This design comes from an exercise in tuning for small area on the open sky130 flow, not from production work. Only simulation tests tie the RTL to the original design; equivalence was not proved. Power figures rest on the tool's default switching activity, not on a simulated workload.

==> quartz: inputs <==
==> flow/design.v <==
module proc(Clock,Reset,Run,data,Done,reg_A,reg_B,contentA,contentB,memoryB,Gtmp,curr_stage,stage,out);
	input Reset, Clock, Run;
	input [15:0] data;
	output Done;
	output reg [2:0]  reg_A;
	output reg [2:0]  reg_B;
	output [15:0] contentA;
	output [15:0] contentB;
	output [15:0] memoryB;
	output reg [15:0] Gtmp;
	output reg [1:0]  curr_stage;
	output [3:0] stage;
	output reg [15:0] out;
	reg [15:0] R [0:7];	 
	reg [15:0] M [0:7];	 
	reg [3:0]  op;
	reg [5:0]  imm;
	integer i, k;
	wire s0 = curr_stage == 2'd0;
	wire s1 = curr_stage == 2'd1;
	wire s2 = curr_stage == 2'd2;
	wire s3 = curr_stage == 2'd3;
	assign stage = {s1, s2, s3, s0};
	wire op_mvnz = op == 4'd8;
	wire one_stage = (op[3:1] == 3'd0) | (op[3:2] == 2'b01) | op_mvnz;	 
	wire two_stage = (op == 4'd9) | (op == 4'd10);
	wire addsub = op[3:1] == 3'b001;
	assign Done = (s2 & one_stage) | (s3 & two_stage) | (s0 & addsub);
	wire pend = Done & ~op_mvnz;
	wire [7:0] selA = pend ? 8'd0 : 8'd1 << reg_A;
	wire [7:0] selB = 8'd1 << reg_B;
	reg [15:0] ra, rb;
	always @* begin
		ra = pend ? out : 16'd0;
		rb = 16'd0;
		for (i = 0; i < 8; i = i + 1) begin
			ra = ra | (R[i] & {16{selA[i]}});
			rb = rb | (R[i] & {16{selB[i]}});
		end
	end
	assign contentA = ra;
	assign contentB = rb;
	wire [7:0] selM = 8'd1 << rb[2:0];
	reg [15:0] rm;
	always @* begin
		rm = 16'd0;
		for (i = 0; i < 8; i = i + 1)
			rm = rm | (M[i] & {16{selM[i]}});
	end
	assign memoryB = rm;
	wire [15:0] a = ra;
	wire [15:0] b = rb;
	wire [16:0] sum = {1'b0, a} + {1'b0, b ^ {16{op[0]}}} + {16'd0, op[0]};
	wire lt = ~sum[16];
	wire sh = s1 & (op[3:1] == 3'b011);
	wire shl_op = sh & ~op[0];
	wire shr_op = sh & op[0];
	reg [15:0] x [0:4];
	always @* begin
		x[0] = a;
		for (k = 0; k < 4; k = k + 1)
			for (i = 0; i < 16; i = i + 1)
				x[k+1][i] = (~(sh & b[k]) & x[k][i])
					| ((shl_op & b[k] & (i >= (1 << k))) ? x[k][(i - (1 << k)) & 15] : 1'b0)
					| ((shr_op & b[k] & (i + (1 << k) < 16)) ? x[k][(i + (1 << k)) & 15] : 1'b0);
	end
	wire big = sh & (|b[15:4]);
	wire [15:0] y = big ? 16'd0 : x[4];
	wire np = ~pend & ~Reset;
	wire s_b   = np & (op[2:0] == 3'd0);		 
	wire s_mvi = np & (op == 4'd1);
	wire s_and = np & (op == 4'd4);
	wire s_slt = np & (op == 4'd5);
	wire s_sum = np & addsub;
	wire s_mem = np & (op == 4'd9);
	wire s_y   = ~Reset & (pend | (op[3:1] == 3'b011) | (op == 4'd10));
	wire [15:0] res = (b & {16{s_b}})
		| ({7'd0, reg_B, imm} & {16{s_mvi}})
		| (a & b & {16{s_and}})
		| ({15'd0, lt} & {16{s_slt}})
		| (sum[15:0] & {16{s_sum}})
		| (memoryB & {16{s_mem}})
		| (y & {16{s_y}});
	wire [2:0] res1 = res[2:0] | {3{Reset}};
	wire fetch = Reset | Done | s0;
	wire upd_out = (s1 & (one_stage & ~op_mvnz)) | (s2 & two_stage) | (s3 & addsub);
	wire wr_r = pend | (s1 & op_mvnz & (Gtmp != 16'd0));
	wire wr_mem = s2 & (op == 4'd10);
	wire wr_g = s2 & addsub;
	always @(posedge Clock) begin
		if (Run) begin
			for (i = 0; i < 8; i = i + 1) begin
				if (Reset | (wr_r & (reg_A == i))) begin
					R[i][15:3] <= res[15:3];
					for (k = 0; k < 3; k = k + 1)
						R[i][k] <= ((i >> k) & 1) ? res1[k] : res[k];
				end
				if (Reset | (wr_mem & (b[2:0] == i))) begin
					M[i][15:3] <= res[15:3];
					for (k = 0; k < 3; k = k + 1)
						M[i][k] <= ((i >> k) & 1) ? res1[k] : res[k];
				end
			end
			if (Reset | wr_g)
				Gtmp <= res;
			if (Reset | upd_out)
				out <= res;
			if (fetch) begin
				op <= data[15:12];
				reg_A <= data[11:9];
				reg_B <= data[8:6];
				imm <= data[5:0];
				curr_stage <= 2'd1;
			end else begin
				curr_stage <= curr_stage + 2'd1;
			end
		end
	end
endmodule
==> flow/flow/run.sh <==
#!/bin/bash
# Standard ORFS layout with three changes: an area-oriented ABC script for
# the final technology mapping, minimum-size buffers on the ports, and a
# clock tree of small clock buffers without dummy loads.
set -euo pipefail
W=$(pwd)
cat > "$W/flow_synth.tcl" <<EOT
proc abc {args} {
  set i [lsearch -exact \$args -script]
  if {\$i >= 0} { lset args [expr {\$i + 1}] $W/flow/area.abc }
  yosys abc {*}\$args
}
source $W/synth_recipe.tcl
EOT
CTS="-sink_clustering_enable -repair_clock_nets -dont_use_dummy_load -buf_list sky130_fd_sc_hd__clkbuf_4 -sink_clustering_size 9 -sink_clustering_max_diameter 50"
bash "$W/standard.sh" SYNTH_SCRIPT="$W/flow_synth.tcl" \
  "BUFFER_PORTS_ARGS=-buffer_cell sky130_fd_sc_hd__buf_1" \
  "CTS_ARGS=$CTS" finish > "$W/flow.log" 2>&1
==> flow/flow/area.abc <==
strash
ifraig
scorr
dc2
dc2
strash
&get -n
&st
&dch -f
&nf -a -R 1000
&put
==> flow/standard.sh <==
#!/bin/bash
# synth_recipe.tcl (not shown) runs the flow's synth.tcl, then flattens the netlist and writes it again
# the make line also repeats each setting of config.mk as NAME=value (left out here)
make -C /OpenROAD-flow-scripts/flow DESIGN_CONFIG=/design/flow/config.mk WORK_HOME=/design/flow/orfs CLKGATE_MAP_FILE= SYNTH_SCRIPT=/design/flow/synth_recipe.tcl "${@:-finish}"
==> flow/config.mk <==
export PLATFORM = sky130hd
export DESIGN_NAME = proc
export DESIGN_NICKNAME = proc
export VERILOG_FILES = /design/flow/design.v
export SDC_FILE = /design/flow/constraint.sdc
export NUM_CORES = 8
export LEC_CHECK = 0
export CAP_MARGIN = 20
export CORE_MARGIN = 2
export CORE_UTILIZATION = 60
export SLEW_MARGIN = 20
==> flow/constraint.sdc <==
create_clock -name core_clock -period 8.0 [get_ports {Clock}]
set_input_delay 1.6000 -clock core_clock [delete_from_list [all_inputs] [get_ports {Clock}]]
set_output_delay 1.6000 -clock core_clock [all_outputs]
set_load 0.01 [all_outputs]
==> onyx: changes against quartz <==
==> flow/design.v, changed modules only <==
module proc(Clock,Reset,Run,data,Done,reg_A,reg_B,contentA,contentB,memoryB,Gtmp,curr_stage,stage,out);
	input Reset, Clock, Run;
	input [15:0] data;
	output Done;
	output reg [2:0]  reg_A;
	output reg [2:0]  reg_B;
	output [15:0] contentA;
	output [15:0] contentB;
	output [15:0] memoryB;
	output reg [15:0] Gtmp;
	output reg [1:0]  curr_stage;
	output [3:0] stage;
	output reg [15:0] out;
	reg [15:0] R [0:7];	 
	reg [15:0] M [0:7];	 
	reg [3:0]  op;
	reg [5:0]  imm;
	integer i;
	wire s0 = curr_stage == 2'd0;
	wire s1 = curr_stage == 2'd1;
	wire s2 = curr_stage == 2'd2;
	wire s3 = curr_stage == 2'd3;
	assign stage = {s1, s2, s3, s0};
	wire op_mvnz = op == 4'd8;
	wire one_stage = (op[3:1] == 3'd0) | (op[3:2] == 2'b01) | op_mvnz;	 
	wire two_stage = (op == 4'd9) | (op == 4'd10);
	wire addsub = op[3:1] == 3'b001;
	assign Done = (s2 & one_stage) | (s3 & two_stage) | (s0 & addsub);
	wire pend = Done & ~op_mvnz;
	wire [7:0] selA = pend ? 8'd0 : 8'd1 << reg_A;
	wire [7:0] selB = 8'd1 << reg_B;
	reg [15:0] ra, rb;
	always @* begin
		ra = pend ? out : 16'd0;
		rb = 16'd0;
		for (i = 0; i < 8; i = i + 1) begin
			ra = ra | (R[i] & {16{selA[i]}});
			rb = rb | (R[i] & {16{selB[i]}});
		end
	end
	assign contentA = ra;
	assign contentB = rb;
	wire [7:0] selM = 8'd1 << rb[2:0];
	reg [15:0] rm;
	always @* begin
		rm = 16'd0;
		for (i = 0; i < 8; i = i + 1)
			rm = rm | (M[i] & {16{selM[i]}});
	end
	assign memoryB = rm;
	wire [15:0] a = ra;
	wire [15:0] b = rb;
	wire [16:0] sum = {1'b0, a} + {1'b0, b ^ {16{op[0]}}} + {16'd0, op[0]};
	wire lt = ~sum[16];
	reg [15:0] ar, x, yr;
	always @* begin
		for (i = 0; i < 16; i = i + 1) ar[i] = a[15 - i];
	end
	wire big = |b[15:4];
	wire [15:0] y = big ? 16'd0 : ((op[0] ? a : ar) >> b[3:0]);
	always @* begin
		for (i = 0; i < 16; i = i + 1) yr[i] = y[15 - i];
	end
	reg [15:0] res;
	always @* begin
		case (op)
			4'd0: res = b;
			4'd1: res = {7'd0, reg_B, imm};
			4'd4: res = a & b;
			4'd5: res = {15'd0, lt};
			4'd6: res = yr;
			4'd7: res = y;
			4'd9: res = memoryB;
			4'd10: res = a;
			default: res = Gtmp;
		endcase
	end
	wire fetch = Reset | Done | s0;
	wire upd_out = ~Reset & ((s1 & (one_stage & ~op_mvnz)) | (s2 & two_stage) | (s3 & addsub));
	wire wr_mvnz = ~Reset & s1 & op_mvnz & (Gtmp != 16'd0);
	wire wr_commit = ~Reset & pend;
	wire wr_mem = ~Reset & s2 & (op == 4'd10);
	wire wr_g = ~Reset & s2 & addsub;
	wire [15:0] wd = op_mvnz ? b : out;
	always @(posedge Clock) begin
		if (Run) begin
			for (i = 0; i < 8; i = i + 1) begin
				if (Reset)
					R[i] <= i;
				else if ((wr_commit | wr_mvnz) && reg_A == i)
					R[i] <= wd;
				if (Reset)
					M[i] <= i;
				else if (wr_mem && b[2:0] == i)
					M[i] <= a;
			end
			if (Reset)
				Gtmp <= 16'd0;
			else if (wr_g)
				Gtmp <= sum[15:0];
			if (Reset)
				out <= 16'd0;
			else if (upd_out)
				out <= res;
			if (fetch) begin
				op <= data[15:12];
				reg_A <= data[11:9];
				reg_B <= data[8:6];
				imm <= data[5:0];
				curr_stage <= 2'd1;
			end else begin
				curr_stage <= curr_stage + 2'd1;
			end
		end
	end
endmodule
==> flow/run.sh (new file) <==
#!/bin/bash
# synth_recipe.tcl (not shown) runs the flow's synth.tcl, then flattens the netlist and writes it again
# the make line also repeats each setting of config.mk as NAME=value (left out here)
make -C /OpenROAD-flow-scripts/flow DESIGN_CONFIG=/design/flow/config.mk WORK_HOME=/design/flow/orfs CLKGATE_MAP_FILE= SYNTH_SCRIPT=/design/flow/synth_recipe.tcl finish
Settings changed: ABC_AREA set to 1, CORE_UTILIZATION 60 to 40.
removed: flow/flow/run.sh
removed: flow/flow/area.abc
removed: flow/standard.sh
==> maple: changes against quartz <==
--- a/flow/design.v
+++ b/flow/design.v
@@ -52,3 +52,14 @@
 	wire [15:0] b = rb;
-	wire [16:0] sum = {1'b0, a} + {1'b0, b ^ {16{op[0]}}} + {16'd0, op[0]};
+	reg [16:0] sum;
+	reg [16:0] cy;
+	reg [15:0] bx;
+	always @* begin
+		bx = b ^ {16{op[0]}};
+		cy[0] = op[0];
+		for (i = 0; i < 16; i = i + 1) begin
+			sum[i] = a[i] ^ bx[i] ^ cy[i];
+			cy[i+1] = (a[i] & bx[i]) | (cy[i] & (a[i] ^ bx[i]));
+		end
+		sum[16] = cy[16];
+	end
 	wire lt = ~sum[16];
==> flow/flow/run.sh (replaced) <==
#!/bin/bash
# Standard ORFS layout with these changes: an area-oriented ABC script for
# the final technology mapping, stronger drivers on high-fanout nets before
# placement, minimum-size buffers on the ports, and a clock tree of small
# clock buffers without dummy loads.
set -euo pipefail
W=$(pwd)
cat > "$W/flow_synth.tcl" <<EOT
proc abc {args} {
  set i [lsearch -exact \$args -script]
  if {\$i >= 0} { lset args [expr {\$i + 1}] $W/flow/area.abc }
  yosys abc {*}\$args
}
source $W/synth_recipe.tcl
EOT
CTS="-sink_clustering_enable -repair_clock_nets -dont_use_dummy_load -buf_list sky130_fd_sc_hd__clkbuf_4 -sink_clustering_size 9 -sink_clustering_max_diameter 50"
export UPSIZE_FO=12 UPSIZE_FO4=40
bash "$W/standard.sh" SYNTH_SCRIPT="$W/flow_synth.tcl" \
  "BUFFER_PORTS_ARGS=-buffer_cell sky130_fd_sc_hd__buf_1" \
  "CTS_ARGS=$CTS" PRE_GLOBAL_PLACE_TCL="$W/flow/upsize.tcl" finish > "$W/flow.log" 2>&1
==> flow/flow/area.abc (replaced) <==
strash
ifraig
scorr
dc2
strash
&get -n
&st
&dch -f
&nf -a -R 1000
&put
mfs3 -a
==> flow/flow/upsize.tcl (new file) <==
# Give the drivers of high-fanout nets a stronger size before placement, so
# that repair_design needs fewer buffers.
set db [ord::get_db]
set block [ord::get_db_block]
set n_up 0
foreach net [$block getNets] {
  if {[$net getSigType] ne "SIGNAL"} continue
  set fo 0
  set drv ""
  foreach it [$net getITerms] {
    if {[$it isOutputSignal]} { set drv $it } elseif {[$it isInputSignal]} { incr fo }
  }
  if {$drv eq "" || $fo < $::env(UPSIZE_FO)} continue
  set inst [$drv getInst]
  set m [[$inst getMaster] getName]
  if {[regexp {df|buf|inv|ha_|fa_} $m]} continue
  if {![regexp {^(.*)_([01])$} $m -> base sz]} continue
  set target "${base}_2"
  if {$fo >= $::env(UPSIZE_FO4)} { set target "${base}_4" }
  set nm [$db findMaster $target]
  if {$nm eq "NULL"} { set nm [$db findMaster "${base}_2"] }
  if {$nm eq "NULL"} continue
  $inst swapMaster $nm
  incr n_up
}
puts "upsize.tcl: upsized $n_up drivers"
Settings changed: CORE_UTILIZATION 60 to 66.
==> comparison table <==
item                                                                                         maple                     onyx                   quartz
Post-synthesis share of cell area spent on and, or, nand and nor gates                      7.272%                   24.16%                   8.874%
Met3 wire len                                                                         8547 microns             5948 microns             6512 microns
Static leakage                                                                            5.209 nW                 7.229 nW                 4.912 nW
Worst slew margin relative to its limit                                                     23.94%                   30.08%                   25.55%
Count of cell instances traversed by the critical path                                          33                       13                       32
Worst hold path cell count                                                                       2                        1                        1
Data arrival time at the worst-slack endpoint                                              8.65 ns                  4.85 ns                  7.71 ns
Clk_buf instances                                                                               42                       44                       42
Switch share                                                                                31.68%                   31.07%                   31.44%
Result of the run                                                       complete, but fails checks  complete, no violations  complete, no violations
Violated checks                                                               negative setup slack                        -                        -
Post-CTS repair timing setup buffer count                                                       33                        0                        0
Worst setup startpoint                                                                       op[1]                    op[0]                    op[1]
Maximum number of pins on one net before global-route repair                                    27                       60                       26

-- separate check: timing with driven ports --
The flow's constraints put no driver on any port. The routed layouts listed below were extracted and timed again, unchanged, in two steps. Step 1, drivers: a clkbuf_16 drives Clock and a buf_2 each remaining input, both assumed. Step 2 also shifts input and output timing later by t, the mid clock arrival at the registers, as if the neighbouring blocks saw the same clock. Three values: ideal ports, drivers, drivers and shift; two values: the first two.
run	t, ns	setup WS [ns]	worst setup path at the end	worst register clock-pin slew, ns
quartz	0.693	0.495 / 0.495 / 0.495	register to register	0.11 / 0.11
onyx	0.603	1.550 / 1.496 / 1.898	register to register	0.07 / 0.07
maple	0.738	-0.196 / -0.196 / -0.196	register to register	0.11 / 0.11
